What follows belongs to an exercise in optimizing a design on an open flow for small area and a short achievable clock period; a production flow would make more cautious choices.
No run shown here included a check of the RTL's function; only the layout flow was run.

==> flow/design.v, too long to show whole: its modules and the start of the top module <==
// module cubic_fixed: 912 lines
// module cubic_fa: 7 lines
// module cubic_ha: 7 lines
module cubic_fixed #(
    parameter int WID     = 16,    
    parameter int FBITS   = 8      
)(
    input  logic                        clk,
    input  logic                        rst,
    input  logic signed [WID-1:0]       x,
    input  logic signed [WID-1:0]       a0,
    input  logic signed [WID-1:0]       a1,
    input  logic signed [WID-1:0]       a2,
    output logic signed [WID-1:0]       y
);
  // ...
==> flow/flow/run.sh <==
#!/bin/bash
# Standard ORFS layout (the standard.sh) with two changes:
#  - port buffers use buf_4 instead of the default delay-buffer cell;
#  - timing repair (after floorplan, CTS and global routing) aims for
#    8.5 ns of setup slack at the 15 ns clock, so the resizer sizes the
#    critical paths.  The SDC (clock period, I/O delays, load) is unchanged.
# Each ORFS step writes its own log under orfs/logs/; make's output goes to
# standard.log.
set -euo pipefail
export BUFFER_PORTS_ARGS="-buffer_cell sky130_fd_sc_hd__buf_4"
export SETUP_SLACK_MARGIN=8.5
bash standard.sh > standard.log 2>&1
==> flow/standard.sh <==
#!/bin/bash
# synth_recipe.tcl (not shown) runs the flow's synth.tcl, then flattens the netlist and writes it again
# the make line also repeats each setting of config.mk as NAME=value (left out here)
make -C /OpenROAD-flow-scripts/flow DESIGN_CONFIG=/design/flow/config.mk WORK_HOME=/design/flow/orfs CLKGATE_MAP_FILE= SYNTH_SCRIPT=/design/flow/synth_recipe.tcl "${@:-finish}"
==> flow/config.mk <==
export PLATFORM = sky130hd
export DESIGN_NAME = cubic_fixed
export DESIGN_NICKNAME = cubic_fixed
export VERILOG_FILES = /design/flow/design.v
export SDC_FILE = /design/flow/constraint.sdc
export NUM_CORES = 4
export LEC_CHECK = 0
export ABC_AREA = 1
export CAP_MARGIN = 20
export CORE_MARGIN = 2
export CORE_UTILIZATION = 40
export SLEW_MARGIN = 20
export SYNTH_HIERARCHICAL = 1
==> flow/constraint.sdc <==
create_clock -name core_clock -period 15.0 [get_ports {clk}]
set_input_delay 3.0000 -clock core_clock [delete_from_list [all_inputs] [get_ports {clk}]]
set_output_delay 3.0000 -clock core_clock [all_outputs]
set_load 0.01 [all_outputs]
==> summary.txt, run 1 <==
outcome=timing/DRC/antenna clean; share of cells above drive strength 1=0.0630; global-route wire length before repair=~120,000 um; critical path endpoint=x2_s0[14]$_SDFF_PP1_; Slew Limit Headroom=0.272; post-synthesis instance total=3,171; Largest cell class=multi-input gates; initial core utilization=0.405; comb_multi_in=2,509; count of final max-slew check failures=0; EDFF count, synth=0; Top Family by Delay on Critical Path=adder cells; FP Rows=90; Reg clk slew, reported paths=roughly 0.070 ns; Vias/cell=roughly 5.4; Hold Crit Endpoint=rst_s1$_DFF_P_; #FFs+latches synth=132; fin nets=approximately 3.7k; largest family of logic cells by synthesized area=adder cells; synth unique cells=50; Finished Cell Area=between 0.02 and 0.03 mm^2; Mapped Nets=around 3.7k; Final Hold Viols=0; fraction of area in multi-input gates=0.756; placeable core area=0.0604 mm^2
==> run 2, diff against run 1 <==
--- a/flow/design.v
+++ b/flow/design.v
@@ -66,32 +66,16 @@
     wire sq_s48, sq_c48;
     wire sq_s49, sq_c49;
     wire sq_s50, sq_c50;
     wire sq_s51, sq_c51;
     wire sq_s52, sq_c52;
     wire sq_s53, sq_c53;
     wire sq_s54, sq_c54;
     wire [22:0] sq_in;
-    wire bxi_one0, bxi_two0, bxi_neg0;
-    wire bxi_one1, bxi_two1, bxi_neg1;
-    wire bxi_one2, bxi_two2, bxi_neg2;
-    wire bxi_one3, bxi_two3, bxi_neg3;
-    wire bxi_one4, bxi_two4, bxi_neg4;
-    wire bxi_one5, bxi_two5, bxi_neg5;
-    wire bxi_one6, bxi_two6, bxi_neg6;
-    wire bxi_one7, bxi_two7, bxi_neg7;
-    wire bai_one0, bai_two0, bai_neg0;
-    wire bai_one1, bai_two1, bai_neg1;
-    wire bai_one2, bai_two2, bai_neg2;
-    wire bai_one3, bai_two3, bai_neg3;
-    wire bai_one4, bai_two4, bai_neg4;
-    wire bai_one5, bai_two5, bai_neg5;
-    wire bai_one6, bai_two6, bai_neg6;
-    wire bai_one7, bai_two7, bai_neg7;
     cubic_ha u_sq_s0 (.a(x[6]), .b((x[0] & x[11])), .s(sq_s0), .co(sq_c0));
     assign sq_s1 = 1'b1 ^ ~((x[12] & x[0])) ^ (x[1] & x[11]);
     assign sq_c1 = (1'b1 & ~((x[12] & x[0]))) | (1'b1 & (x[1] & x[11])) | (~((x[12] & x[0])) & (x[1] & x[11]));
     cubic_fa u_sq_s2 (.a(x[7]), .b(~((x[12] & x[1]))), .c((x[2] & x[11])), .s(sq_s2), .co(sq_c2));
     cubic_ha u_sq_s3 (.a(x[4]), .b((x[0] & x[7])), .s(sq_s3), .co(sq_c3));
     cubic_ha u_sq_s4 (.a((x[0] & x[8])), .b((x[1] & x[7])), .s(sq_s4), .co(sq_c4));
     cubic_fa u_sq_s5 (.a(x[5]), .b((x[0] & x[9])), .c((x[1] & x[8])), .s(sq_s5), .co(sq_c5));
     cubic_ha u_sq_s6 (.a((x[2] & x[7])), .b((x[3] & x[6])), .s(sq_s6), .co(sq_c6));
@@ -139,136 +123,59 @@
     cubic_fa u_sq_s48 (.a(sq_c16), .b(sq_s31), .c(sq_c30), .s(sq_s48), .co(sq_c48));
     cubic_fa u_sq_s49 (.a(sq_s19), .b(sq_s32), .c(sq_c31), .s(sq_s49), .co(sq_c49));
     cubic_fa u_sq_s50 (.a(sq_s20), .b(sq_c32), .c(sq_s33), .s(sq_s50), .co(sq_c50));
     cubic_fa u_sq_s51 (.a(sq_c20), .b(sq_s34), .c(sq_c33), .s(sq_s51), .co(sq_c51));
     cubic_fa u_sq_s52 (.a((x[9] & x[10])), .b(sq_c34), .c(sq_s35), .s(sq_s52), .co(sq_c52));
     cubic_fa u_sq_s53 (.a(~((x[12] & x[8]))), .b((x[9] & x[11])), .c(sq_c35), .s(sq_s53), .co(sq_c53));
     cubic_fa u_sq_s54 (.a(x[11]), .b(~((x[12] & x[9]))), .c((x[10] & x[11])), .s(sq_s54), .co(sq_c54));
     assign sq_in = {sq_c53, sq_c52, sq_c51, sq_c50, sq_c49, sq_c48, sq_c47, sq_c46, sq_c45, sq_c44, sq_c43, sq_c42, sq_c41, sq_c40, sq_c39, sq_c38, sq_c37, sq_c36, sq_s36, (x[0] & x[2]), x[1], 1'b0, x[0]} + {sq_s54, sq_s53, sq_s52, sq_s51, sq_s50, sq_s49, sq_s48, sq_s47, sq_s46, sq_s45, sq_s44, sq_s43, sq_s42, sq_s41, sq_s40, sq_s39, sq_s38, sq_s37, (x[1] & x[2]), 1'b0, (x[0] & x[1]), 1'b0, 1'b0};
-    assign bxi_one0 = x[0] ^ 1'b0;
-    assign bxi_two0 = (x[1] & ~x[0] & ~1'b0) | (~x[1] & x[0] & 1'b0);
-    assign bxi_neg0 = x[1] & ~(x[0] & 1'b0);
-    assign bxi_one1 = x[2] ^ x[1];
-    assign bxi_two1 = (x[3] & ~x[2] & ~x[1]) | (~x[3] & x[2] & x[1]);
-    assign bxi_neg1 = x[3] & ~(x[2] & x[1]);
-    assign bxi_one2 = x[4] ^ x[3];
-    assign bxi_two2 = (x[5] & ~x[4] & ~x[3]) | (~x[5] & x[4] & x[3]);
-    assign bxi_neg2 = x[5] & ~(x[4] & x[3]);
-    assign bxi_one3 = x[6] ^ x[5];
-    assign bxi_two3 = (x[7] & ~x[6] & ~x[5]) | (~x[7] & x[6] & x[5]);
-    assign bxi_neg3 = x[7] & ~(x[6] & x[5]);
-    assign bxi_one4 = x[8] ^ x[7];
-    assign bxi_two4 = (x[9] & ~x[8] & ~x[7]) | (~x[9] & x[8] & x[7]);
-    assign bxi_neg4 = x[9] & ~(x[8] & x[7]);
-    assign bxi_one5 = x[10] ^ x[9];
-    assign bxi_two5 = (x[11] & ~x[10] & ~x[9]) | (~x[11] & x[10] & x[9]);
-    assign bxi_neg5 = x[11] & ~(x[10] & x[9]);
-    assign bxi_one6 = x[12] ^ x[11];
-    assign bxi_two6 = (x[13] & ~x[12] & ~x[11]) | (~x[13] & x[12] & x[11]);
-    assign bxi_neg6 = x[13] & ~(x[12] & x[11]);
-    assign bxi_one7 = x[14] ^ x[13];
-    assign bxi_two7 = (x[15] & ~x[14] & ~x[13]) | (~x[15] & x[14] & x[13]);
-    assign bxi_neg7 = x[15] & ~(x[14] & x[13]);
-    assign bai_one0 = a2[0] ^ 1'b0;
-    assign bai_two0 = (a2[1] & ~a2[0] & ~1'b0) | (~a2[1] & a2[0] & 1'b0);
-    assign bai_neg0 = a2[1] & ~(a2[0] & 1'b0);
-    assign bai_one1 = a2[2] ^ a2[1];
-    assign bai_two1 = (a2[3] & ~a2[2] & ~a2[1]) | (~a2[3] & a2[2] & a2[1]);
-    assign bai_neg1 = a2[3] & ~(a2[2] & a2[1]);
-    assign bai_one2 = a2[4] ^ a2[3];
-    assign bai_two2 = (a2[5] & ~a2[4] & ~a2[3]) | (~a2[5] & a2[4] & a2[3]);
-    assign bai_neg2 = a2[5] & ~(a2[4] & a2[3]);
-    assign bai_one3 = a2[6] ^ a2[5];
-    assign bai_two3 = (a2[7] & ~a2[6] & ~a2[5]) | (~a2[7] & a2[6] & a2[5]);
-    assign bai_neg3 = a2[7] & ~(a2[6] & a2[5]);
-    assign bai_one4 = a2[8] ^ a2[7];
-    assign bai_two4 = (a2[9] & ~a2[8] & ~a2[7]) | (~a2[9] & a2[8] & a2[7]);
-    assign bai_neg4 = a2[9] & ~(a2[8] & a2[7]);
-    assign bai_one5 = a2[10] ^ a2[9];
-    assign bai_two5 = (a2[11] & ~a2[10] & ~a2[9]) | (~a2[11] & a2[10] & a2[9]);
-    assign bai_neg5 = a2[11] & ~(a2[10] & a2[9]);
-    assign bai_one6 = a2[12] ^ a2[11];
-    assign bai_two6 = (a2[13] & ~a2[12] & ~a2[11]) | (~a2[13] & a2[12] & a2[11]);
-    assign bai_neg6 = a2[13] & ~(a2[12] & a2[11]);
-    assign bai_one7 = a2[14] ^ a2[13];
-    assign bai_two7 = (a2[15] & ~a2[14] & ~a2[13]) | (~a2[15] & a2[14] & a2[13]);
-    assign bai_neg7 = a2[15] & ~(a2[14] & a2[13]);
-    logic               x3sat_s0, xneg_s0, rst_s0, rst_s1;
-    logic signed [15:0] a1_s0;
+    logic               x3sat_s0, rst_s0, rst_s1;
+    logic signed [15:0] x_s0, a1_s0, a2_s0;
     always_ff @(posedge clk) begin
         x3sat_s0 <= x3sat_in;
-        xneg_s0  <= x[15];
+        x_s0     <= x;
         a1_s0    <= a1;
+        a2_s0    <= a2;
         rst_s0   <= rst;
     end
-    logic bx_one0, bx_two0, bx_neg0, bx_one1, bx_two1, bx_neg1, bx_one2, bx_two2, bx_neg2, bx_one3, bx_two3, bx_neg3, bx_one4, bx_two4, bx_neg4, bx_one5, bx_two5, bx_neg5, bx_one6, bx_two6, bx_neg6, bx_one7, bx_two7, bx_neg7, ba_one0, ba_two0, ba_neg0, ba_one1, ba_two1, ba_neg1, ba_one2, ba_two2, ba_neg2, ba_one3, ba_two3, ba_neg3, ba_one4, ba_two4, ba_neg4, ba_one5, ba_two5, ba_neg5, ba_one6, ba_two6, ba_neg6, ba_one7, ba_two7, ba_neg7;
-    always_ff @(posedge clk) begin
-        bx_one0 <= bxi_one0;
-        bx_two0 <= bxi_two0;
-        bx_neg0 <= bxi_neg0;
-        bx_one1 <= bxi_one1;
-        bx_two1 <= bxi_two1;
-        bx_neg1 <= bxi_neg1;
-        bx_one2 <= bxi_one2;
-        bx_two2 <= bxi_two2;
-        bx_neg2 <= bxi_neg2;
-        bx_one3 <= bxi_one3;
-        bx_two3 <= bxi_two3;
-        bx_neg3 <= bxi_neg3;
-        bx_one4 <= bxi_one4;
-        bx_two4 <= bxi_two4;
-        bx_neg4 <= bxi_neg4;
-        bx_one5 <= bxi_one5;
-        bx_two5 <= bxi_two5;
-        bx_neg5 <= bxi_neg5;
-        bx_one6 <= bxi_one6;
-        bx_two6 <= bxi_two6;
-        bx_neg6 <= bxi_neg6;
-        bx_one7 <= bxi_one7;
-        bx_two7 <= bxi_two7;
-        bx_neg7 <= bxi_neg7;
-        ba_one0 <= bai_one0;
-        ba_two0 <= bai_two0;
-        ba_neg0 <= bai_neg0;
-        ba_one1 <= bai_one1;
-        ba_two1 <= bai_two1;
-        ba_neg1 <= bai_neg1;
-        ba_one2 <= bai_one2;
-        ba_two2 <= bai_two2;
-        ba_neg2 <= bai_neg2;
-        ba_one3 <= bai_one3;
-        ba_two3 <= bai_two3;
-        ba_neg3 <= bai_neg3;
-        ba_one4 <= bai_one4;
-        ba_two4 <= bai_two4;
-        ba_neg4 <= bai_neg4;
-        ba_one5 <= bai_one5;
-        ba_two5 <= bai_two5;
-        ba_neg5 <= bai_neg5;
-        ba_one6 <= bai_one6;
-        ba_two6 <= bai_two6;
-        ba_neg6 <= bai_neg6;
-        ba_one7 <= bai_one7;
-        ba_two7 <= bai_two7;
-        ba_neg7 <= bai_neg7;
-    end
     wire [3:0] xneg_hi;
     assign xneg_hi[0] = x[9]  & ~(x[8]  & x[7]);
     assign xneg_hi[1] = x[11] & ~(x[10] & x[9]);
     assign xneg_hi[2] = x[13] & ~(x[12] & x[11]);
     assign xneg_hi[3] = x[15] & ~(x[14] & x[13]);
     logic signed [16:0] a0n_s0;
     always_ff @(posedge clk)
         a0n_s0 <= a0 + $signed({1'b0, xneg_hi[3], 1'b0, xneg_hi[2], 1'b0, xneg_hi[1], 1'b0, xneg_hi[0]});
     logic [14:0] x2;
-    logic [14:0] x2_s0;
-    always_ff @(posedge clk)
-        x2_s0 <= x2sat_in ? 15'h7fff : sq_in[22:8];
-    assign x2 = x2_s0;
+    logic [14:0] q_s0;
+    logic [12:0] qn_s0;
+    logic        x2sat_s0;
+    always_ff @(posedge clk) begin
+        q_s0     <= sq_in[22:8];
+        qn_s0    <= ~sq_in[20:8];
+        x2sat_s0 <= x2sat_in;
+    end
+    assign x2 = q_s0 | {15{x2sat_s0}};
+    wire bx_one0, bx_two0, bx_neg0;
+    wire bx_one1, bx_two1, bx_neg1;
+    wire bx_one2, bx_two2, bx_neg2;
+    wire bx_one3, bx_two3, bx_neg3;
+    wire bx_one4, bx_two4, bx_neg4;
+    wire bx_one5, bx_two5, bx_neg5;
+    wire bx_one6, bx_two6, bx_neg6;
+    wire bx_one7, bx_two7, bx_neg7;
+    wire ba_one0, ba_two0, ba_neg0;
+    wire ba_one1, ba_two1, ba_neg1;
+    wire ba_one2, ba_two2, ba_neg2;
+    wire ba_one3, ba_two3, ba_neg3;
+    wire ba_one4, ba_two4, ba_neg4;
+    wire ba_one5, ba_two5, ba_neg5;
+    wire ba_one6, ba_two6, ba_neg6;
+    wire ba_one7, ba_two7, ba_neg7;
     wire p1_s55, p1_c55;
     wire p1_s56, p1_c56;
     wire p1_s57, p1_c57;
     wire p1_s58, p1_c58;
     wire p1_s59, p1_c59;
     wire p1_s60, p1_c60;
     wire p1_s61, p1_c61;
     wire p1_s62, p1_c62;
@@ -565,16 +472,64 @@
     wire p3_s351, p3_c351;
     wire p3_s352, p3_c352;
     wire p3_s353, p3_c353;
     wire p3_s354, p3_c354;
     wire p3_s355, p3_c355;
     wire p3_s356, p3_c356;
     wire p3_s357, p3_c357;
     wire [24:0] p3;
+    assign bx_one0 = x_s0[0] ^ 1'b0;
+    assign bx_two0 = (x_s0[1] & ~x_s0[0] & ~1'b0) | (~x_s0[1] & x_s0[0] & 1'b0);
+    assign bx_neg0 = x_s0[1] & ~(x_s0[0] & 1'b0);
+    assign bx_one1 = x_s0[2] ^ x_s0[1];
+    assign bx_two1 = (x_s0[3] & ~x_s0[2] & ~x_s0[1]) | (~x_s0[3] & x_s0[2] & x_s0[1]);
+    assign bx_neg1 = x_s0[3] & ~(x_s0[2] & x_s0[1]);
+    assign bx_one2 = x_s0[4] ^ x_s0[3];
+    assign bx_two2 = (x_s0[5] & ~x_s0[4] & ~x_s0[3]) | (~x_s0[5] & x_s0[4] & x_s0[3]);
+    assign bx_neg2 = x_s0[5] & ~(x_s0[4] & x_s0[3]);
+    assign bx_one3 = x_s0[6] ^ x_s0[5];
+    assign bx_two3 = (x_s0[7] & ~x_s0[6] & ~x_s0[5]) | (~x_s0[7] & x_s0[6] & x_s0[5]);
+    assign bx_neg3 = x_s0[7] & ~(x_s0[6] & x_s0[5]);
+    assign bx_one4 = x_s0[8] ^ x_s0[7];
+    assign bx_two4 = (x_s0[9] & ~x_s0[8] & ~x_s0[7]) | (~x_s0[9] & x_s0[8] & x_s0[7]);
+    assign bx_neg4 = x_s0[9] & ~(x_s0[8] & x_s0[7]);
+    assign bx_one5 = x_s0[10] ^ x_s0[9];
+    assign bx_two5 = (x_s0[11] & ~x_s0[10] & ~x_s0[9]) | (~x_s0[11] & x_s0[10] & x_s0[9]);
+    assign bx_neg5 = x_s0[11] & ~(x_s0[10] & x_s0[9]);
+    assign bx_one6 = x_s0[12] ^ x_s0[11];
+    assign bx_two6 = (x_s0[13] & ~x_s0[12] & ~x_s0[11]) | (~x_s0[13] & x_s0[12] & x_s0[11]);
+    assign bx_neg6 = x_s0[13] & ~(x_s0[12] & x_s0[11]);
+    assign bx_one7 = x_s0[14] ^ x_s0[13];
+    assign bx_two7 = (x_s0[15] & ~x_s0[14] & ~x_s0[13]) | (~x_s0[15] & x_s0[14] & x_s0[13]);
+    assign bx_neg7 = x_s0[15] & ~(x_s0[14] & x_s0[13]);
+    assign ba_one0 = a2_s0[0] ^ 1'b0;
+    assign ba_two0 = (a2_s0[1] & ~a2_s0[0] & ~1'b0) | (~a2_s0[1] & a2_s0[0] & 1'b0);
+    assign ba_neg0 = a2_s0[1] & ~(a2_s0[0] & 1'b0);
+    assign ba_one1 = a2_s0[2] ^ a2_s0[1];
+    assign ba_two1 = (a2_s0[3] & ~a2_s0[2] & ~a2_s0[1]) | (~a2_s0[3] & a2_s0[2] & a2_s0[1]);
+    assign ba_neg1 = a2_s0[3] & ~(a2_s0[2] & a2_s0[1]);
+    assign ba_one2 = a2_s0[4] ^ a2_s0[3];
+    assign ba_two2 = (a2_s0[5] & ~a2_s0[4] & ~a2_s0[3]) | (~a2_s0[5] & a2_s0[4] & a2_s0[3]);
+    assign ba_neg2 = a2_s0[5] & ~(a2_s0[4] & a2_s0[3]);
+    assign ba_one3 = a2_s0[6] ^ a2_s0[5];
+    assign ba_two3 = (a2_s0[7] & ~a2_s0[6] & ~a2_s0[5]) | (~a2_s0[7] & a2_s0[6] & a2_s0[5]);
+    assign ba_neg3 = a2_s0[7] & ~(a2_s0[6] & a2_s0[5]);
+    assign ba_one4 = a2_s0[8] ^ a2_s0[7];
+    assign ba_two4 = (a2_s0[9] & ~a2_s0[8] & ~a2_s0[7]) | (~a2_s0[9] & a2_s0[8] & a2_s0[7]);
+    assign ba_neg4 = a2_s0[9] & ~(a2_s0[8] & a2_s0[7]);
+    assign ba_one5 = a2_s0[10] ^ a2_s0[9];
+    assign ba_two5 = (a2_s0[11] & ~a2_s0[10] & ~a2_s0[9]) | (~a2_s0[11] & a2_s0[10] & a2_s0[9]);
+    assign ba_neg5 = a2_s0[11] & ~(a2_s0[10] & a2_s0[9]);
+    assign ba_one6 = a2_s0[12] ^ a2_s0[11];
+    assign ba_two6 = (a2_s0[13] & ~a2_s0[12] & ~a2_s0[11]) | (~a2_s0[13] & a2_s0[12] & a2_s0[11]);
+    assign ba_neg6 = a2_s0[13] & ~(a2_s0[12] & a2_s0[11]);
+    assign ba_one7 = a2_s0[14] ^ a2_s0[13];
+    assign ba_two7 = (a2_s0[15] & ~a2_s0[14] & ~a2_s0[13]) | (~a2_s0[15] & a2_s0[14] & a2_s0[13]);
+    assign ba_neg7 = a2_s0[15] & ~(a2_s0[14] & a2_s0[13]);
     cubic_ha u_p1_s55 (.a((((bx_one0 & a1_s0[10]) | (bx_two0 & a1_s0[9])) ^ bx_neg0)), .b((((bx_one1 & a1_s0[8]) | (bx_two1 & a1_s0[7])) ^ bx_neg1)), .s(p1_s55), .co(p1_c55));
     cubic_fa u_p1_s56 (.a((((bx_one0 & a1_s0[11]) | (bx_two0 & a1_s0[10])) ^ bx_neg0)), .b((((bx_one1 & a1_s0[9]) | (bx_two1 & a1_s0[8])) ^ bx_neg1)), .c((((bx_one2 & a1_s0[7]) | (bx_two2 & a1_s0[6])) ^ bx_neg2)), .s(p1_s56), .co(p1_c56));
     cubic_fa u_p1_s57 (.a((((bx_one0 & a1_s0[12]) | (bx_two0 & a1_s0[11])) ^ bx_neg0)), .b((((bx_one1 & a1_s0[10]) | (bx_two1 & a1_s0[9])) ^ bx_neg1)), .c((((bx_one2 & a1_s0[8]) | (bx_two2 & a1_s0[7])) ^ bx_neg2)), .s(p1_s57), .co(p1_c57));
     cubic_ha u_p1_s58 (.a((((bx_one3 & a1_s0[6]) | (bx_two3 & a1_s0[5])) ^ bx_neg3)), .b((((bx_one4 & a1_s0[4]) | (bx_two4 & a1_s0[3])) ^ bx_neg4)), .s(p1_s58), .co(p1_c58));
     cubic_fa u_p1_s59 (.a((((bx_one0 & a1_s0[13]) | (bx_two0 & a1_s0[12])) ^ bx_neg0)), .b((((bx_one1 & a1_s0[11]) | (bx_two1 & a1_s0[10])) ^ bx_neg1)), .c((((bx_one2 & a1_s0[9]) | (bx_two2 & a1_s0[8])) ^ bx_neg2)), .s(p1_s59), .co(p1_c59));
     cubic_fa u_p1_s60 (.a((((bx_one3 & a1_s0[7]) | (bx_two3 & a1_s0[6])) ^ bx_neg3)), .b((((bx_one4 & a1_s0[5]) | (bx_two4 & a1_s0[4])) ^ bx_neg4)), .c((((bx_one5 & a1_s0[3]) | (bx_two5 & a1_s0[2])) ^ bx_neg5)), .s(p1_s60), .co(p1_c60));
     cubic_fa u_p1_s61 (.a((((bx_one0 & a1_s0[14]) | (bx_two0 & a1_s0[13])) ^ bx_neg0)), .b((((bx_one1 & a1_s0[12]) | (bx_two1 & a1_s0[11])) ^ bx_neg1)), .c((((bx_one2 & a1_s0[10]) | (bx_two2 & a1_s0[9])) ^ bx_neg2)), .s(p1_s61), .co(p1_c61));
     cubic_fa u_p1_s62 (.a((((bx_one3 & a1_s0[8]) | (bx_two3 & a1_s0[7])) ^ bx_neg3)), .b((((bx_one4 & a1_s0[6]) | (bx_two4 & a1_s0[5])) ^ bx_neg4)), .c((((bx_one5 & a1_s0[4]) | (bx_two5 & a1_s0[3])) ^ bx_neg5)), .s(p1_s62), .co(p1_c62));
@@ -810,96 +765,96 @@
     cubic_fa u_p2_s281 (.a(p2_s233), .b(p2_s255), .c(p2_c254), .s(p2_s281), .co(p2_c281));
     cubic_fa u_p2_s282 (.a(p2_c233), .b(p2_s256), .c(p2_c255), .s(p2_s282), .co(p2_c282));
     cubic_fa u_p2_s283 (.a(p2_c234), .b(p2_s257), .c(p2_c256), .s(p2_s283), .co(p2_c283));
     cubic_fa u_p2_s284 (.a((((ba_one7 & x2[13]) | (ba_two7 & x2[12])) ^ ba_neg7)), .b(p2_s258), .c(p2_c257), .s(p2_s284), .co(p2_c284));
     cubic_fa u_p2_s285 (.a(~(ba_neg6)), .b((((ba_one7 & x2[14]) | (ba_two7 & x2[13])) ^ ba_neg7)), .c(p2_c258), .s(p2_s285), .co(p2_c285));
     assign p2_s286 = 1'b1 ^ ((ba_two7 & x2[14]) ^ ba_neg7);
     assign p2_c286 = 1'b1 & ((ba_two7 & x2[14]) ^ ba_neg7);
     assign p2 = {p2_c286, p2_c285, p2_c284, p2_c283, p2_c282, p2_c281, p2_c280, p2_c279, p2_c278, p2_c277, p2_c276, p2_c275, p2_c274, p2_c273, p2_c272, p2_c271, p2_c270, p2_c269, p2_c268, p2_c267, p2_c266, p2_c265, p2_c264, p2_c263, p2_c262, p2_c261, p2_c260, p2_c259, p2_s259, (((ba_one0 & x2[1]) | (ba_two0 & x2[0])) ^ ba_neg0), ((ba_one0 & x2[0]) ^ ba_neg0)} + {~(ba_neg7), p2_s286, p2_s285, p2_s284, p2_s283, p2_s282, p2_s281, p2_s280, p2_s279, p2_s278, p2_s277, p2_s276, p2_s275, p2_s274, p2_s273, p2_s272, p2_s271, p2_s270, p2_s269, p2_s268, p2_s267, p2_s266, p2_s265, p2_s264, p2_s263, p2_s262, p2_s261, p2_s260, ba_neg1, 1'b0, ba_neg0};
-    cubic_ha u_p3_s287 (.a((((bx_one0 & x2[10]) | (bx_two0 & x2[9])) ^ bx_neg0)), .b((((bx_one1 & x2[8]) | (bx_two1 & x2[7])) ^ bx_neg1)), .s(p3_s287), .co(p3_c287));
-    cubic_ha u_p3_s288 (.a((((bx_one0 & x2[11]) | (bx_two0 & x2[10])) ^ bx_neg0)), .b((((bx_one1 & x2[9]) | (bx_two1 & x2[8])) ^ bx_neg1)), .s(p3_s288), .co(p3_c288));
-    cubic_ha u_p3_s289 (.a((((bx_one0 & x2[12]) | (bx_two0 & x2[11])) ^ bx_neg0)), .b((((bx_one1 & x2[10]) | (bx_two1 & x2[9])) ^ bx_neg1)), .s(p3_s289), .co(p3_c289));
-    cubic_ha u_p3_s290 (.a(((bx_two0 & x2[12]) ^ bx_neg0)), .b((((bx_one1 & x2[11]) | (bx_two1 & x2[10])) ^ bx_neg1)), .s(p3_s290), .co(p3_c290));
-    cubic_ha u_p3_s291 (.a((((bx_one1 & x2[12]) | (bx_two1 & x2[11])) ^ bx_neg1)), .b((((bx_one2 & x2[10]) | (bx_two2 & x2[9])) ^ bx_neg2)), .s(p3_s291), .co(p3_c291));
-    cubic_ha u_p3_s292 (.a(((bx_two1 & x2[12]) ^ bx_neg1)), .b((((bx_one2 & x2[11]) | (bx_two2 & x2[10])) ^ bx_neg2)), .s(p3_s292), .co(p3_c292));
-    cubic_ha u_p3_s293 (.a(~(bx_neg1)), .b((((bx_one2 & x2[12]) | (bx_two2 & x2[11])) ^ bx_neg2)), .s(p3_s293), .co(p3_c293));
-    cubic_ha u_p3_s294 (.a((((bx_one0 & x2[6]) | (bx_two0 & x2[5])) ^ bx_neg0)), .b((((bx_one1 & x2[4]) | (bx_two1 & x2[3])) ^ bx_neg1)), .s(p3_s294), .co(p3_c294));
-    cubic_ha u_p3_s295 (.a((((bx_one0 & x2[7]) | (bx_two0 & x2[6])) ^ bx_neg0)), .b((((bx_one1 & x2[5]) | (bx_two1 & x2[4])) ^ bx_neg1)), .s(p3_s295), .co(p3_c295));
-    cubic_fa u_p3_s296 (.a((((bx_one0 & x2[8]) | (bx_two0 & x2[7])) ^ bx_neg0)), .b((((bx_one1 & x2[6]) | (bx_two1 & x2[5])) ^ bx_neg1)), .c((((bx_one2 & x2[4]) | (bx_two2 & x2[3])) ^ bx_neg2)), .s(p3_s296), .co(p3_c296));
-    cubic_ha u_p3_s297 (.a((((bx_one3 & x2[2]) | (bx_two3 & x2[1])) ^ bx_neg3)), .b(((bx_one4 & x2[0]) ^ bx_neg4)), .s(p3_s297), .co(p3_c297));
-    cubic_fa u_p3_s298 (.a((((bx_one0 & x2[9]) | (bx_two0 & x2[8])) ^ bx_neg0)), .b((((bx_one1 & x2[7]) | (bx_two1 & x2[6])) ^ bx_neg1)), .c((((bx_one2 & x2[5]) | (bx_two2 & x2[4])) ^ bx_neg2)), .s(p3_s298), .co(p3_c298));
-    cubic_ha u_p3_s299 (.a((((bx_one3 & x2[3]) | (bx_two3 & x2[2])) ^ bx_neg3)), .b((((bx_one4 & x2[1]) | (bx_two4 & x2[0])) ^ bx_neg4)), .s(p3_s299), .co(p3_c299));
-    cubic_fa u_p3_s300 (.a((((bx_one2 & x2[6]) | (bx_two2 & x2[5])) ^ bx_neg2)), .b((((bx_one3 & x2[4]) | (bx_two3 & x2[3])) ^ bx_neg3)), .c((((bx_one4 & x2[2]) | (bx_two4 & x2[1])) ^ bx_neg4)), .s(p3_s300), .co(p3_c300));
-    cubic_fa u_p3_s301 (.a(((bx_one5 & x2[0]) ^ bx_neg5)), .b(bx_neg5), .c(p3_s287), .s(p3_s301), .co(p3_c301));
-    cubic_fa u_p3_s302 (.a((((bx_one2 & x2[7]) | (bx_two2 & x2[6])) ^ bx_neg2)), .b((((bx_one3 & x2[5]) | (bx_two3 & x2[4])) ^ bx_neg3)), .c((((bx_one4 & x2[3]) | (bx_two4 & x2[2])) ^ bx_neg4)), .s(p3_s302), .co(p3_c302));
-    cubic_fa u_p3_s303 (.a((((bx_one5 & x2[1]) | (bx_two5 & x2[0])) ^ bx_neg5)), .b(p3_c287), .c(p3_s288), .s(p3_s303), .co(p3_c303));
-    cubic_fa u_p3_s304 (.a((((bx_one2 & x2[8]) | (bx_two2 & x2[7])) ^ bx_neg2)), .b((((bx_one3 & x2[6]) | (bx_two3 & x2[5])) ^ bx_neg3)), .c((((bx_one4 & x2[4]) | (bx_two4 & x2[3])) ^ bx_neg4)), .s(p3_s304), .co(p3_c304));
-    cubic_fa u_p3_s305 (.a((((bx_one5 & x2[2]) | (bx_two5 & x2[1])) ^ bx_neg5)), .b(p3_c288), .c(p3_s289), .s(p3_s305), .co(p3_c305));
-    cubic_fa u_p3_s306 (.a((((bx_one2 & x2[9]) | (bx_two2 & x2[8])) ^ bx_neg2)), .b((((bx_one3 & x2[7]) | (bx_two3 & x2[6])) ^ bx_neg3)), .c((((bx_one4 & x2[5]) | (bx_two4 & x2[4])) ^ bx_neg4)), .s(p3_s306), .co(p3_c306));
-    cubic_fa u_p3_s307 (.a((((bx_one5 & x2[3]) | (bx_two5 & x2[2])) ^ bx_neg5)), .b(p3_c289), .c(p3_s290), .s(p3_s307), .co(p3_c307));
-    cubic_fa u_p3_s308 (.a((((bx_one3 & x2[8]) | (bx_two3 & x2[7])) ^ bx_neg3)), .b((((bx_one4 & x2[6]) | (bx_two4 & x2[5])) ^ bx_neg4)), .c((((bx_one5 & x2[4]) | (bx_two5 & x2[3])) ^ bx_neg5)), .s(p3_s308), .co(p3_c308));
+    cubic_ha u_p3_s287 (.a((((bx_one0 & ~qn_s0[10]) | (bx_two0 & ~qn_s0[9])) ^ bx_neg0)), .b((((bx_one1 & ~qn_s0[8]) | (bx_two1 & ~qn_s0[7])) ^ bx_neg1)), .s(p3_s287), .co(p3_c287));
+    cubic_ha u_p3_s288 (.a((((bx_one0 & ~qn_s0[11]) | (bx_two0 & ~qn_s0[10])) ^ bx_neg0)), .b((((bx_one1 & ~qn_s0[9]) | (bx_two1 & ~qn_s0[8])) ^ bx_neg1)), .s(p3_s288), .co(p3_c288));
+    cubic_ha u_p3_s289 (.a((((bx_one0 & ~qn_s0[12]) | (bx_two0 & ~qn_s0[11])) ^ bx_neg0)), .b((((bx_one1 & ~qn_s0[10]) | (bx_two1 & ~qn_s0[9])) ^ bx_neg1)), .s(p3_s289), .co(p3_c289));
+    cubic_ha u_p3_s290 (.a(((bx_two0 & ~qn_s0[12]) ^ bx_neg0)), .b((((bx_one1 & ~qn_s0[11]) | (bx_two1 & ~qn_s0[10])) ^ bx_neg1)), .s(p3_s290), .co(p3_c290));
+    cubic_ha u_p3_s291 (.a((((bx_one1 & ~qn_s0[12]) | (bx_two1 & ~qn_s0[11])) ^ bx_neg1)), .b((((bx_one2 & ~qn_s0[10]) | (bx_two2 & ~qn_s0[9])) ^ bx_neg2)), .s(p3_s291), .co(p3_c291));
+    cubic_ha u_p3_s292 (.a(((bx_two1 & ~qn_s0[12]) ^ bx_neg1)), .b((((bx_one2 & ~qn_s0[11]) | (bx_two2 & ~qn_s0[10])) ^ bx_neg2)), .s(p3_s292), .co(p3_c292));
+    cubic_ha u_p3_s293 (.a(~(bx_neg1)), .b((((bx_one2 & ~qn_s0[12]) | (bx_two2 & ~qn_s0[11])) ^ bx_neg2)), .s(p3_s293), .co(p3_c293));
+    cubic_ha u_p3_s294 (.a((((bx_one0 & ~qn_s0[6]) | (bx_two0 & ~qn_s0[5])) ^ bx_neg0)), .b((((bx_one1 & ~qn_s0[4]) | (bx_two1 & ~qn_s0[3])) ^ bx_neg1)), .s(p3_s294), .co(p3_c294));
+    cubic_ha u_p3_s295 (.a((((bx_one0 & ~qn_s0[7]) | (bx_two0 & ~qn_s0[6])) ^ bx_neg0)), .b((((bx_one1 & ~qn_s0[5]) | (bx_two1 & ~qn_s0[4])) ^ bx_neg1)), .s(p3_s295), .co(p3_c295));
+    cubic_fa u_p3_s296 (.a((((bx_one0 & ~qn_s0[8]) | (bx_two0 & ~qn_s0[7])) ^ bx_neg0)), .b((((bx_one1 & ~qn_s0[6]) | (bx_two1 & ~qn_s0[5])) ^ bx_neg1)), .c((((bx_one2 & ~qn_s0[4]) | (bx_two2 & ~qn_s0[3])) ^ bx_neg2)), .s(p3_s296), .co(p3_c296));
+    cubic_ha u_p3_s297 (.a((((bx_one3 & ~qn_s0[2]) | (bx_two3 & ~qn_s0[1])) ^ bx_neg3)), .b(((bx_one4 & ~qn_s0[0]) ^ bx_neg4)), .s(p3_s297), .co(p3_c297));
+    cubic_fa u_p3_s298 (.a((((bx_one0 & ~qn_s0[9]) | (bx_two0 & ~qn_s0[8])) ^ bx_neg0)), .b((((bx_one1 & ~qn_s0[7]) | (bx_two1 & ~qn_s0[6])) ^ bx_neg1)), .c((((bx_one2 & ~qn_s0[5]) | (bx_two2 & ~qn_s0[4])) ^ bx_neg2)), .s(p3_s298), .co(p3_c298));
+    cubic_ha u_p3_s299 (.a((((bx_one3 & ~qn_s0[3]) | (bx_two3 & ~qn_s0[2])) ^ bx_neg3)), .b((((bx_one4 & ~qn_s0[1]) | (bx_two4 & ~qn_s0[0])) ^ bx_neg4)), .s(p3_s299), .co(p3_c299));
+    cubic_fa u_p3_s300 (.a((((bx_one2 & ~qn_s0[6]) | (bx_two2 & ~qn_s0[5])) ^ bx_neg2)), .b((((bx_one3 & ~qn_s0[4]) | (bx_two3 & ~qn_s0[3])) ^ bx_neg3)), .c((((bx_one4 & ~qn_s0[2]) | (bx_two4 & ~qn_s0[1])) ^ bx_neg4)), .s(p3_s300), .co(p3_c300));
+    cubic_fa u_p3_s301 (.a(((bx_one5 & ~qn_s0[0]) ^ bx_neg5)), .b(bx_neg5), .c(p3_s287), .s(p3_s301), .co(p3_c301));
+    cubic_fa u_p3_s302 (.a((((bx_one2 & ~qn_s0[7]) | (bx_two2 & ~qn_s0[6])) ^ bx_neg2)), .b((((bx_one3 & ~qn_s0[5]) | (bx_two3 & ~qn_s0[4])) ^ bx_neg3)), .c((((bx_one4 & ~qn_s0[3]) | (bx_two4 & ~qn_s0[2])) ^ bx_neg4)), .s(p3_s302), .co(p3_c302));
+    cubic_fa u_p3_s303 (.a((((bx_one5 & ~qn_s0[1]) | (bx_two5 & ~qn_s0[0])) ^ bx_neg5)), .b(p3_c287), .c(p3_s288), .s(p3_s303), .co(p3_c303));
+    cubic_fa u_p3_s304 (.a((((bx_one2 & ~qn_s0[8]) | (bx_two2 & ~qn_s0[7])) ^ bx_neg2)), .b((((bx_one3 & ~qn_s0[6]) | (bx_two3 & ~qn_s0[5])) ^ bx_neg3)), .c((((bx_one4 & ~qn_s0[4]) | (bx_two4 & ~qn_s0[3])) ^ bx_neg4)), .s(p3_s304), .co(p3_c304));
+    cubic_fa u_p3_s305 (.a((((bx_one5 & ~qn_s0[2]) | (bx_two5 & ~qn_s0[1])) ^ bx_neg5)), .b(p3_c288), .c(p3_s289), .s(p3_s305), .co(p3_c305));
+    cubic_fa u_p3_s306 (.a((((bx_one2 & ~qn_s0[9]) | (bx_two2 & ~qn_s0[8])) ^ bx_neg2)), .b((((bx_one3 & ~qn_s0[7]) | (bx_two3 & ~qn_s0[6])) ^ bx_neg3)), .c((((bx_one4 & ~qn_s0[5]) | (bx_two4 & ~qn_s0[4])) ^ bx_neg4)), .s(p3_s306), .co(p3_c306));
+    cubic_fa u_p3_s307 (.a((((bx_one5 & ~qn_s0[3]) | (bx_two5 & ~qn_s0[2])) ^ bx_neg5)), .b(p3_c289), .c(p3_s290), .s(p3_s307), .co(p3_c307));
+    cubic_fa u_p3_s308 (.a((((bx_one3 & ~qn_s0[8]) | (bx_two3 & ~qn_s0[7])) ^ bx_neg3)), .b((((bx_one4 & ~qn_s0[6]) | (bx_two4 & ~qn_s0[5])) ^ bx_neg4)), .c((((bx_one5 & ~qn_s0[4]) | (bx_two5 & ~qn_s0[3])) ^ bx_neg5)), .s(p3_s308), .co(p3_c308));
     cubic_fa u_p3_s309 (.a(bx_neg0), .b(p3_c290), .c(p3_s291), .s(p3_s309), .co(p3_c309));
-    cubic_fa u_p3_s310 (.a((((bx_one3 & x2[9]) | (bx_two3 & x2[8])) ^ bx_neg3)), .b((((bx_one4 & x2[7]) | (bx_two4 & x2[6])) ^ bx_neg4)), .c((((bx_one5 & x2[5]) | (bx_two5 & x2[4])) ^ bx_neg5)), .s(p3_s310), .co(p3_c310));
+    cubic_fa u_p3_s310 (.a((((bx_one3 & ~qn_s0[9]) | (bx_two3 & ~qn_s0[8])) ^ bx_neg3)), .b((((bx_one4 & ~qn_s0[7]) | (bx_two4 & ~qn_s0[6])) ^ bx_neg4)), .c((((bx_one5 & ~qn_s0[5]) | (bx_two5 & ~qn_s0[4])) ^ bx_neg5)), .s(p3_s310), .co(p3_c310));
     cubic_fa u_p3_s311 (.a(bx_neg0), .b(p3_c291), .c(p3_s292), .s(p3_s311), .co(p3_c311));
-    cubic_fa u_p3_s312 (.a((((bx_one3 & x2[10]) | (bx_two3 & x2[9])) ^ bx_neg3)), .b((((bx_one4 & x2[8]) | (bx_two4 & x2[7])) ^ bx_neg4)), .c((((bx_one5 & x2[6]) | (bx_two5 & x2[5])) ^ bx_neg5)), .s(p3_s312), .co(p3_c312));
+    cubic_fa u_p3_s312 (.a((((bx_one3 & ~qn_s0[10]) | (bx_two3 & ~qn_s0[9])) ^ bx_neg3)), .b((((bx_one4 & ~qn_s0[8]) | (bx_two4 & ~qn_s0[7])) ^ bx_neg4)), .c((((bx_one5 & ~qn_s0[6]) | (bx_two5 & ~qn_s0[5])) ^ bx_neg5)), .s(p3_s312), .co(p3_c312));
     cubic_fa u_p3_s313 (.a(~(bx_neg0)), .b(p3_c292), .c(p3_s293), .s(p3_s313), .co(p3_c313));
-    assign p3_s314 = 1'b1 ^ ((bx_two2 & x2[12]) ^ bx_neg2) ^ (((bx_one3 & x2[11]) | (bx_two3 & x2[10])) ^ bx_neg3);
-    assign p3_c314 = (1'b1 & ((bx_two2 & x2[12]) ^ bx_neg2)) | (1'b1 & (((bx_one3 & x2[11]) | (bx_two3 & x2[10])) ^ bx_neg3)) | (((bx_two2 & x2[12]) ^ bx_neg2) & (((bx_one3 & x2[11]) | (bx_two3 & x2[10])) ^ bx_neg3));
-    cubic_fa u_p3_s315 (.a((((bx_one4 & x2[9]) | (bx_two4 & x2[8])) ^ bx_neg4)), .b((((bx_one5 & x2[7]) | (bx_two5 & x2[6])) ^ bx_neg5)), .c(p3_c293), .s(p3_s315), .co(p3_c315));
-    cubic_fa u_p3_s316 (.a(~(bx_neg2)), .b((((bx_one3 & x2[12]) | (bx_two3 & x2[11])) ^ bx_neg3)), .c((((bx_one4 & x2[10]) | (bx_two4 & x2[9])) ^ bx_neg4)), .s(p3_s316), .co(p3_c316));
-    assign p3_s317 = 1'b1 ^ ((bx_two3 & x2[12]) ^ bx_neg3);
-    assign p3_c317 = 1'b1 & ((bx_two3 & x2[12]) ^ bx_neg3);
-    cubic_ha u_p3_s318 (.a((((bx_one0 & x2[4]) | (bx_two0 & x2[3])) ^ bx_neg0)), .b((((bx_one1 & x2[2]) | (bx_two1 & x2[1])) ^ bx_neg1)), .s(p3_s318), .co(p3_c318));
-    cubic_ha u_p3_s319 (.a((((bx_one0 & x2[5]) | (bx_two0 & x2[4])) ^ bx_neg0)), .b((((bx_one1 & x2[3]) | (bx_two1 & x2[2])) ^ bx_neg1)), .s(p3_s319), .co(p3_c319));
-    cubic_fa u_p3_s320 (.a((((bx_one2 & x2[2]) | (bx_two2 & x2[1])) ^ bx_neg2)), .b(((bx_one3 & x2[0]) ^ bx_neg3)), .c(bx_neg3), .s(p3_s320), .co(p3_c320));
-    cubic_fa u_p3_s321 (.a((((bx_one2 & x2[3]) | (bx_two2 & x2[2])) ^ bx_neg2)), .b((((bx_one3 & x2[1]) | (bx_two3 & x2[0])) ^ bx_neg3)), .c(p3_c294), .s(p3_s321), .co(p3_c321));
+    assign p3_s314 = 1'b1 ^ ((bx_two2 & ~qn_s0[12]) ^ bx_neg2) ^ (((bx_one3 & ~qn_s0[11]) | (bx_two3 & ~qn_s0[10])) ^ bx_neg3);
+    assign p3_c314 = (1'b1 & ((bx_two2 & ~qn_s0[12]) ^ bx_neg2)) | (1'b1 & (((bx_one3 & ~qn_s0[11]) | (bx_two3 & ~qn_s0[10])) ^ bx_neg3)) | (((bx_two2 & ~qn_s0[12]) ^ bx_neg2) & (((bx_one3 & ~qn_s0[11]) | (bx_two3 & ~qn_s0[10])) ^ bx_neg3));
+    cubic_fa u_p3_s315 (.a((((bx_one4 & ~qn_s0[9]) | (bx_two4 & ~qn_s0[8])) ^ bx_neg4)), .b((((bx_one5 & ~qn_s0[7]) | (bx_two5 & ~qn_s0[6])) ^ bx_neg5)), .c(p3_c293), .s(p3_s315), .co(p3_c315));
+    cubic_fa u_p3_s316 (.a(~(bx_neg2)), .b((((bx_one3 & ~qn_s0[12]) | (bx_two3 & ~qn_s0[11])) ^ bx_neg3)), .c((((bx_one4 & ~qn_s0[10]) | (bx_two4 & ~qn_s0[9])) ^ bx_neg4)), .s(p3_s316), .co(p3_c316));
+    assign p3_s317 = 1'b1 ^ ((bx_two3 & ~qn_s0[12]) ^ bx_neg3);
+    assign p3_c317 = 1'b1 & ((bx_two3 & ~qn_s0[12]) ^ bx_neg3);
+    cubic_ha u_p3_s318 (.a((((bx_one0 & ~qn_s0[4]) | (bx_two0 & ~qn_s0[3])) ^ bx_neg0)), .b((((bx_one1 & ~qn_s0[2]) | (bx_two1 & ~qn_s0[1])) ^ bx_neg1)), .s(p3_s318), .co(p3_c318));
+    cubic_ha u_p3_s319 (.a((((bx_one0 & ~qn_s0[5]) | (bx_two0 & ~qn_s0[4])) ^ bx_neg0)), .b((((bx_one1 & ~qn_s0[3]) | (bx_two1 & ~qn_s0[2])) ^ bx_neg1)), .s(p3_s319), .co(p3_c319));
+    cubic_fa u_p3_s320 (.a((((bx_one2 & ~qn_s0[2]) | (bx_two2 & ~qn_s0[1])) ^ bx_neg2)), .b(((bx_one3 & ~qn_s0[0]) ^ bx_neg3)), .c(bx_neg3), .s(p3_s320), .co(p3_c320));
+    cubic_fa u_p3_s321 (.a((((bx_one2 & ~qn_s0[3]) | (bx_two2 & ~qn_s0[2])) ^ bx_neg2)), .b((((bx_one3 & ~qn_s0[1]) | (bx_two3 & ~qn_s0[0])) ^ bx_neg3)), .c(p3_c294), .s(p3_s321), .co(p3_c321));
     cubic_fa u_p3_s322 (.a(bx_neg4), .b(p3_c295), .c(p3_s297), .s(p3_s322), .co(p3_c322));
     cubic_fa u_p3_s323 (.a(p3_c297), .b(p3_s299), .c(p3_c296), .s(p3_s323), .co(p3_c323));
     cubic_fa u_p3_s324 (.a(p3_c299), .b(p3_c298), .c(p3_s300), .s(p3_s324), .co(p3_c324));
     cubic_fa u_p3_s325 (.a(p3_c300), .b(p3_s302), .c(p3_c301), .s(p3_s325), .co(p3_c325));
     cubic_fa u_p3_s326 (.a(p3_c302), .b(p3_s304), .c(p3_c303), .s(p3_s326), .co(p3_c326));
     cubic_fa u_p3_s327 (.a(p3_c304), .b(p3_s306), .c(p3_c305), .s(p3_s327), .co(p3_c327));
     cubic_fa u_p3_s328 (.a(p3_c306), .b(p3_s308), .c(p3_c307), .s(p3_s328), .co(p3_c328));
     cubic_fa u_p3_s329 (.a(p3_c308), .b(p3_s310), .c(p3_c309), .s(p3_s329), .co(p3_c329));
     cubic_fa u_p3_s330 (.a(p3_c310), .b(p3_s312), .c(p3_c311), .s(p3_s330), .co(p3_c330));
     cubic_fa u_p3_s331 (.a(p3_c312), .b(p3_s314), .c(p3_c313), .s(p3_s331), .co(p3_c331));
-    cubic_fa u_p3_s332 (.a((((bx_one5 & x2[8]) | (bx_two5 & x2[7])) ^ bx_neg5)), .b(p3_c314), .c(p3_s316), .s(p3_s332), .co(p3_c332));
-    cubic_fa u_p3_s333 (.a((((bx_one4 & x2[11]) | (bx_two4 & x2[10])) ^ bx_neg4)), .b((((bx_one5 & x2[9]) | (bx_two5 & x2[8])) ^ bx_neg5)), .c(p3_s317), .s(p3_s333), .co(p3_c333));
-    cubic_fa u_p3_s334 (.a(~(bx_neg3)), .b((((bx_one4 & x2[12]) | (bx_two4 & x2[11])) ^ bx_neg4)), .c((((bx_one5 & x2[10]) | (bx_two5 & x2[9])) ^ bx_neg5)), .s(p3_s334), .co(p3_c334));
-    assign p3_s335 = 1'b1 ^ ((bx_two4 & x2[12]) ^ bx_neg4);
-    assign p3_c335 = 1'b1 & ((bx_two4 & x2[12]) ^ bx_neg4);
-    cubic_ha u_p3_s336 (.a((((bx_one0 & x2[2]) | (bx_two0 & x2[1])) ^ bx_neg0)), .b(((bx_one1 & x2[0]) ^ bx_neg1)), .s(p3_s336), .co(p3_c336));
-    cubic_ha u_p3_s337 (.a((((bx_one0 & x2[3]) | (bx_two0 & x2[2])) ^ bx_neg0)), .b((((bx_one1 & x2[1]) | (bx_two1 & x2[0])) ^ bx_neg1)), .s(p3_s337), .co(p3_c337));
-    cubic_fa u_p3_s338 (.a(((bx_one2 & x2[0]) ^ bx_neg2)), .b(bx_neg2), .c(p3_s318), .s(p3_s338), .co(p3_c338));
-    cubic_fa u_p3_s339 (.a((((bx_one2 & x2[1]) | (bx_two2 & x2[0])) ^ bx_neg2)), .b(p3_c318), .c(p3_s319), .s(p3_s339), .co(p3_c339));
+    cubic_fa u_p3_s332 (.a((((bx_one5 & ~qn_s0[8]) | (bx_two5 & ~qn_s0[7])) ^ bx_neg5)), .b(p3_c314), .c(p3_s316), .s(p3_s332), .co(p3_c332));
+    cubic_fa u_p3_s333 (.a((((bx_one4 & ~qn_s0[11]) | (bx_two4 & ~qn_s0[10])) ^ bx_neg4)), .b((((bx_one5 & ~qn_s0[9]) | (bx_two5 & ~qn_s0[8])) ^ bx_neg5)), .c(p3_s317), .s(p3_s333), .co(p3_c333));
+    cubic_fa u_p3_s334 (.a(~(bx_neg3)), .b((((bx_one4 & ~qn_s0[12]) | (bx_two4 & ~qn_s0[11])) ^ bx_neg4)), .c((((bx_one5 & ~qn_s0[10]) | (bx_two5 & ~qn_s0[9])) ^ bx_neg5)), .s(p3_s334), .co(p3_c334));
+    assign p3_s335 = 1'b1 ^ ((bx_two4 & ~qn_s0[12]) ^ bx_neg4);
+    assign p3_c335 = 1'b1 & ((bx_two4 & ~qn_s0[12]) ^ bx_neg4);
+    cubic_ha u_p3_s336 (.a((((bx_one0 & ~qn_s0[2]) | (bx_two0 & ~qn_s0[1])) ^ bx_neg0)), .b(((bx_one1 & ~qn_s0[0]) ^ bx_neg1)), .s(p3_s336), .co(p3_c336));
+    cubic_ha u_p3_s337 (.a((((bx_one0 & ~qn_s0[3]) | (bx_two0 & ~qn_s0[2])) ^ bx_neg0)), .b((((bx_one1 & ~qn_s0[1]) | (bx_two1 & ~qn_s0[0])) ^ bx_neg1)), .s(p3_s337), .co(p3_c337));
+    cubic_fa u_p3_s338 (.a(((bx_one2 & ~qn_s0[0]) ^ bx_neg2)), .b(bx_neg2), .c(p3_s318), .s(p3_s338), .co(p3_c338));
+    cubic_fa u_p3_s339 (.a((((bx_one2 & ~qn_s0[1]) | (bx_two2 & ~qn_s0[0])) ^ bx_neg2)), .b(p3_c318), .c(p3_s319), .s(p3_s339), .co(p3_c339));
     cubic_fa u_p3_s340 (.a(p3_c319), .b(p3_s294), .c(p3_s320), .s(p3_s340), .co(p3_c340));
     cubic_fa u_p3_s341 (.a(p3_s295), .b(p3_c320), .c(p3_s321), .s(p3_s341), .co(p3_c341));
     cubic_fa u_p3_s342 (.a(p3_s296), .b(p3_c321), .c(p3_s322), .s(p3_s342), .co(p3_c342));
     cubic_fa u_p3_s343 (.a(p3_s298), .b(p3_c322), .c(p3_s323), .s(p3_s343), .co(p3_c343));
     cubic_fa u_p3_s344 (.a(p3_s301), .b(p3_c323), .c(p3_s324), .s(p3_s344), .co(p3_c344));
     cubic_fa u_p3_s345 (.a(p3_s303), .b(p3_c324), .c(p3_s325), .s(p3_s345), .co(p3_c345));
     cubic_fa u_p3_s346 (.a(p3_s305), .b(p3_c325), .c(p3_s326), .s(p3_s346), .co(p3_c346));
     cubic_fa u_p3_s347 (.a(p3_s307), .b(p3_c326), .c(p3_s327), .s(p3_s347), .co(p3_c347));
     cubic_fa u_p3_s348 (.a(p3_s309), .b(p3_c327), .c(p3_s328), .s(p3_s348), .co(p3_c348));
     cubic_fa u_p3_s349 (.a(p3_s311), .b(p3_c328), .c(p3_s329), .s(p3_s349), .co(p3_c349));
     cubic_fa u_p3_s350 (.a(p3_s313), .b(p3_c329), .c(p3_s330), .s(p3_s350), .co(p3_c350));
     cubic_fa u_p3_s351 (.a(p3_s315), .b(p3_c330), .c(p3_s331), .s(p3_s351), .co(p3_c351));
     cubic_fa u_p3_s352 (.a(p3_c315), .b(p3_s332), .c(p3_c331), .s(p3_s352), .co(p3_c352));
     cubic_fa u_p3_s353 (.a(p3_c316), .b(p3_s333), .c(p3_c332), .s(p3_s353), .co(p3_c353));
     cubic_fa u_p3_s354 (.a(p3_c317), .b(p3_s334), .c(p3_c333), .s(p3_s354), .co(p3_c354));
-    cubic_fa u_p3_s355 (.a((((bx_one5 & x2[11]) | (bx_two5 & x2[10])) ^ bx_neg5)), .b(p3_s335), .c(p3_c334), .s(p3_s355), .co(p3_c355));
-    cubic_fa u_p3_s356 (.a(~(bx_neg4)), .b((((bx_one5 & x2[12]) | (bx_two5 & x2[11])) ^ bx_neg5)), .c(p3_c335), .s(p3_s356), .co(p3_c356));
-    assign p3_s357 = 1'b1 ^ ((bx_two5 & x2[12]) ^ bx_neg5);
-    assign p3_c357 = 1'b1 & ((bx_two5 & x2[12]) ^ bx_neg5);
-    assign p3 = {p3_c357, p3_c356, p3_c355, p3_c354, p3_c353, p3_c352, p3_c351, p3_c350, p3_c349, p3_c348, p3_c347, p3_c346, p3_c345, p3_c344, p3_c343, p3_c342, p3_c341, p3_c340, p3_c339, p3_c338, p3_c337, p3_c336, p3_s336, (((bx_one0 & x2[1]) | (bx_two0 & x2[0])) ^ bx_neg0), ((bx_one0 & x2[0]) ^ bx_neg0)} + {~(bx_neg5), p3_s357, p3_s356, p3_s355, p3_s354, p3_s353, p3_s352, p3_s351, p3_s350, p3_s349, p3_s348, p3_s347, p3_s346, p3_s345, p3_s344, p3_s343, p3_s342, p3_s341, p3_s340, p3_s339, p3_s338, p3_s337, bx_neg1, 1'b0, bx_neg0};
+    cubic_fa u_p3_s355 (.a((((bx_one5 & ~qn_s0[11]) | (bx_two5 & ~qn_s0[10])) ^ bx_neg5)), .b(p3_s335), .c(p3_c334), .s(p3_s355), .co(p3_c355));
+    cubic_fa u_p3_s356 (.a(~(bx_neg4)), .b((((bx_one5 & ~qn_s0[12]) | (bx_two5 & ~qn_s0[11])) ^ bx_neg5)), .c(p3_c335), .s(p3_s356), .co(p3_c356));
+    assign p3_s357 = 1'b1 ^ ((bx_two5 & ~qn_s0[12]) ^ bx_neg5);
+    assign p3_c357 = 1'b1 & ((bx_two5 & ~qn_s0[12]) ^ bx_neg5);
+    assign p3 = {p3_c357, p3_c356, p3_c355, p3_c354, p3_c353, p3_c352, p3_c351, p3_c350, p3_c349, p3_c348, p3_c347, p3_c346, p3_c345, p3_c344, p3_c343, p3_c342, p3_c341, p3_c340, p3_c339, p3_c338, p3_c337, p3_c336, p3_s336, (((bx_one0 & ~qn_s0[1]) | (bx_two0 & ~qn_s0[0])) ^ bx_neg0), ((bx_one0 & ~qn_s0[0]) ^ bx_neg0)} + {~(bx_neg5), p3_s357, p3_s356, p3_s355, p3_s354, p3_s353, p3_s352, p3_s351, p3_s350, p3_s349, p3_s348, p3_s347, p3_s346, p3_s345, p3_s344, p3_s343, p3_s342, p3_s341, p3_s340, p3_s339, p3_s338, p3_s337, bx_neg1, 1'b0, bx_neg0};
     logic signed [15:0] ax1_n, ax2_n, x3_n;
     assign ax1_n = (&p1[31:23] | ~|p1[31:23]) ? p1[23:8] : {p1[31], {15{~p1[31]}}};
     assign ax2_n = (&p2[30:23] | ~|p2[30:23]) ? p2[23:8] : {p2[30], {15{~p2[30]}}};
-    assign x3_n  = x3sat_s0 ? {xneg_s0, {15{~xneg_s0}}} : p3[23:8];
+    assign x3_n  = x3sat_s0 ? {x_s0[15], {15{~x_s0[15]}}} : p3[23:8];
     wire [15:0] cs_s = ax1_n ^ ax2_n ^ x3_n;
     wire [16:1] cs_c = (ax1_n & ax2_n) | (ax1_n & x3_n) | (ax2_n & x3_n);
     logic [15:0] cs_s_s1;
     logic [16:1] cs_c_s1;
     always_ff @(posedge clk) begin
         cs_s_s1 <= cs_s;
         cs_c_s1 <= cs_c;
         rst_s1  <= rst | rst_s0;
==> flow/flow/run.sh (replaced) <==
#!/bin/bash
# Standard ORFS layout (the standard.sh) with two changes:
#  - port buffers use buf_1 instead of the default delay-buffer cell;
#  - timing repair (after floorplan, CTS and global routing) aims for
#    8.5 ns of setup slack at the 15 ns clock, so the resizer sizes the
#    critical paths.  The SDC (clock period, I/O delays, load) is unchanged.
# Each ORFS step writes its own log under orfs/logs/; make's output goes to
# standard.log.
set -euo pipefail
export BUFFER_PORTS_ARGS="-buffer_cell sky130_fd_sc_hd__buf_1"
export SETUP_SLACK_MARGIN=8.5
bash standard.sh > standard.log 2>&1
==> summary.txt, run 2 <==
I/O pin total=82 (unchanged); vias in the first global route=20.8k (was 21.4k); Vias=20.8k (was 21.4k); total routed wirelength=70,400 um (was 75,500 um); Hold Buf Count CTS=0 (unchanged); crit path launch=x[11] (was x[1]); GRT Resource Usage Total=0.229 (was 0.241); HP Start=rst_s0$_DFF_P_ (unchanged); post-synthesis cell area=0.0240 mm^2 (was 0.0244 mm^2); global-route wire length before repair=114,000 um (was 119,000 um); max layer used=met4 (unchanged); R2R depth=23 (was 19); register area share after synthesis=0.107 (was 0.108); most common cell in the netlist=nand2_1 (unchanged); FF+latch area=0.00259 mm^2 (was 0.00265 mm^2); chip width=249 um (was 251 um); clock buffer depth=2 (unchanged); number of flip-flops in the largest register=17 (unchanged); antenna violations before repair=0 (was 1); Final Hold Viols=0 (unchanged); placeable core area=0.0592 mm^2 (was 0.0604 mm^2); most frequent cells in the layout=nand2_1, xor2_1, inv_1 (unchanged); Worst Setup End Kind=flop (unchanged); die area=0.0621 mm^2 (was 0.0631 mm^2); FP Rows=89 (was 90); antenna-violating nets left=0 (unchanged); crit-path max FO=16 (unchanged); EDFF count, synth=0 (unchanged); initial core utilization=0.406 (was 0.405); Placed Cells incl. Taps=3,778 (was 3,891); CTS Root Cell=clkbuf_16 (unchanged); Slew Limit Headroom=0.528 (was 0.272); kind of critical path=in2reg (unchanged); Synth-to-Final Area Change=8.33% (was 7.09%); Finished Layout Cells=3,839 (was 3,928); Skew-Pair Late Insertion Delay=0.48 ns (was 0.50 ns); post-synthesis instance total=3,038 (was 3,171); #FFs+latches synth=129 (was 132); CTS sink cnt=129 (was 132); Slew @ Worst Pin=0.708 ns (was 1.09 ns); Yosys warning count=7 (unchanged); Met1 Wirelength=33,300 um (was 34,500 um); share of flip-flops with an asynchronous set or reset=0 (unchanged); Mapped Avg Cell Area=7.92 um^2 (was 7.71 um^2); cts bufs inserted=17 (unchanged); max_cap viols=0 (unchanged); Fillers=6,039 (was 6,192); synth unique cells=60 (was 50); Critical Path Source Type=input port (unchanged); RR Endpoint=cs_s_s1[5]$_DFF_P_ (was cs_s_s1[1]$_DFF_P_); count of final max-slew check failures=0 (unchanged); grt ovf=0 (unchanged); Tcrit/Tclk final=0.416 (was 0.418); Vias/cell=5.41 (was 5.45); area of the multi-input gates=0.0197 mm^2 (was 0.0198 mm^2); TritonRoute pass-1 iters=5 (unchanged); Mapped Nets=3,595 (was 3,739); setup violators final=0 (unchanged); FF-to-FF setup slack=8.81 ns (was 8.80 ns); share of cells above drive strength 1=0.0744 (was 0.0630); commonest non-fill, non-tap cell in the layout=nand2_1 (unchanged); Synth Flop Type=dfxtp_1 (unchanged); worst hold slack=0.426 ns (was 0.414 ns); critical path endpoint=q_s0[12]$_DFF_P_ (was x2_s0[14]$_SDFF_PP1_); WL/cell=18.3 um (was 19.2 um); fin nets=3,610 (was 3,700); outcome=timing/DRC/antenna clean (unchanged); Detailed Route Iter0 Violations=1,799 (was 1,780); Area contributors post-synth=fa_1, xor2_1, dfxtp_1 (unchanged); RSZ-0062 raised after global routing=yes (was no); metal2 WL=30,500 um (was 32,000 um); htree depth=4 (unchanged); CTS tree=done (unchanged); setup TNS=0 ns (unchanged); Top reg by flops=a0n_s0 (unchanged); Final min period=6.24 ns (was 6.27 ns); Synth area leader=fa_1 (unchanged); Critical Path AT=6.60 ns (was 6.69 ns); GP Congestion=0.912 (was 0.920); n_diodes=0 (was 1); Worst Path Required=15.36 ns (was 15.42 ns); IO Port Bufs=81 (unchanged); WL met3=5420 um (was 6930 um); Yosys top cell area share=0.254 (was 0.250); clock skew=0.0251 ns (about the same); largest net degree at the start of global routing=33 (was 34); Detail Placement HPWL=54,300 um (was 57,500 um); fmax=160 MHz (about the same); DIE HEIGHT=249 um (was 251 um); R2R Path Start=a1_s0[15]$_DFF_P_ (was bx_neg3$_DFF_P_); Hold Crit Class=reg2reg (unchanged); DRC viols=0 (unchanged); Reg clk slew, reported paths=0.06 ns (was 0.07 ns); synth cell count leaders=nand2_1, xor2_1, inv_1, fa_1, o22ai_1 (unchanged)
==> run 2: cells by family after synthesis <==
group                    synth area share
AND/OR/NAND/NOR                     0.161
XOR/XNOR                            0.152
adder cells (fa/ha/maj)             0.351
buffers and inverters              0.0812
flip-flops                          0.107
AO/OA/AOI/OAI                       0.148
==> run 2: cell type report <==
class | count | share of cell area
Multi-Input combinational cell | 2409 | 0.755
Timing Repair inverter | 3 | 0.000576
Timing Repair Buffer | 140 | 0.0329
Inverter | 353 | 0.0524
Tap cell | 773 | 0.0371
Clock buffer | 18 | 0.0165
Clock inverter | 14 | 0.00644
Sequential cell | 129 | 0.0994
==> run 2: how the worst min path moves through the flow <==
stage                           to  slack (ns)  cells past startpoint
floorplan           rst_s1$_DFF_P_        0.39                      1
global placement    rst_s1$_DFF_P_        0.40                      1
detailed placement  rst_s1$_DFF_P_        0.41                      1
CTS                 rst_s1$_DFF_P_        0.43                      1
global route        rst_s1$_DFF_P_        0.45                      1
finish              rst_s1$_DFF_P_        0.43                      1
==> run 2: Yosys stat by module (local to each module, per instance) <==
module	cells	cell area (um^2)	times used	flip-flops and latches
cubic_fixed	2696	17600	1	129
cubic_ha	1	12.5	54	0
cubic_fa	1	20.0	288	0
==> run 2: layer usage <==
layer / vias to the layer above / global-route usage
met5: - / 0
met4: 0 / 0.0620
met3: 76 / 0.0422
met2: 749 / 0.351
met1: 9931 / 0.329
li1: 10000 / -
==> run 2: critical path, stage by stage <==
cell and delay, ns:
buf_2 0.29, nand2_1 0.09, inv_1 0.06, ha_1 0.23, fa_1 0.38, fa_1 0.51, fa_1 0.41, ha_1 0.40
nand2_1 0.10, nor4_1 0.22, nand2_1 0.09, nand3_1 0.13, nand2_1 0.06, nand2_1 0.10, nand2_1 0.06, o211ai_1 0.14
xor2_1 0.24, inv_1 0.08
==> run 2: what timing repair did <==
item	in CTS	in global routing
gates cloned	1	3
pin swaps	0	3
setup endpoints to repair	31	55
gates resized for setup	8	63
setup buffers	1	23
==> run 2: per-stage QoR <==
| stage | worst slack (ns) | area [um^2] | utilization |
|---|---|---|---|
| floorplan | 8.67 | 24000 | - |
| global placement | 7.76 | 25000 | 0.422 |
| detailed placement | 7.73 | 25000 | 0.422 |
| CTS | 8.52 | 25700 | 0.433 |
| global route | 8.48 | 26100 | 0.440 |
| finish | 8.76 | 26100 | 0.440 |

## static timing again, ports no longer ideal
In the flow no input, the clock included, has a driving cell. The finished layouts below were timed again as built, in two steps. Step 1 (the two cells are an assumption about what drives the block):
set clk [get_ports {clk}]
set_driving_cell -lib_cell sky130_fd_sc_hd__clkbuf_16 $clk
set_driving_cell -lib_cell sky130_fd_sc_hd__buf_2 [delete_from_list [all_inputs] $clk]
Step 2 also shifts input and output timing later by t, the mid clock arrival at the registers, as if the neighbouring blocks saw the same clock. Slacks: no drivers / after step 1 / after step 2; pairs: no drivers / after step 1.
| run | t (ns) | slack for setup (ns) | latest minus earliest clock arrival (ns) | slew at the worst register clock pin (ns) | cell pins on the clock port's net |
|---|---|---|---|---|---|
| run 1 | 0.544 | 8.733 / 8.768 / 8.224 | 0.025 / 0.025 | 0.09 / 0.09 | 1 |
| run 2 | 0.533 | 8.761 / 8.794 / 8.261 | 0.025 / 0.026 | 0.07 / 0.07 | 1 |
After both steps setup and hold are still met in every run listed. For run 1, which loses most, drivers alone change the setup slack by +0.035 ns; drivers and shift together by -0.509 ns.
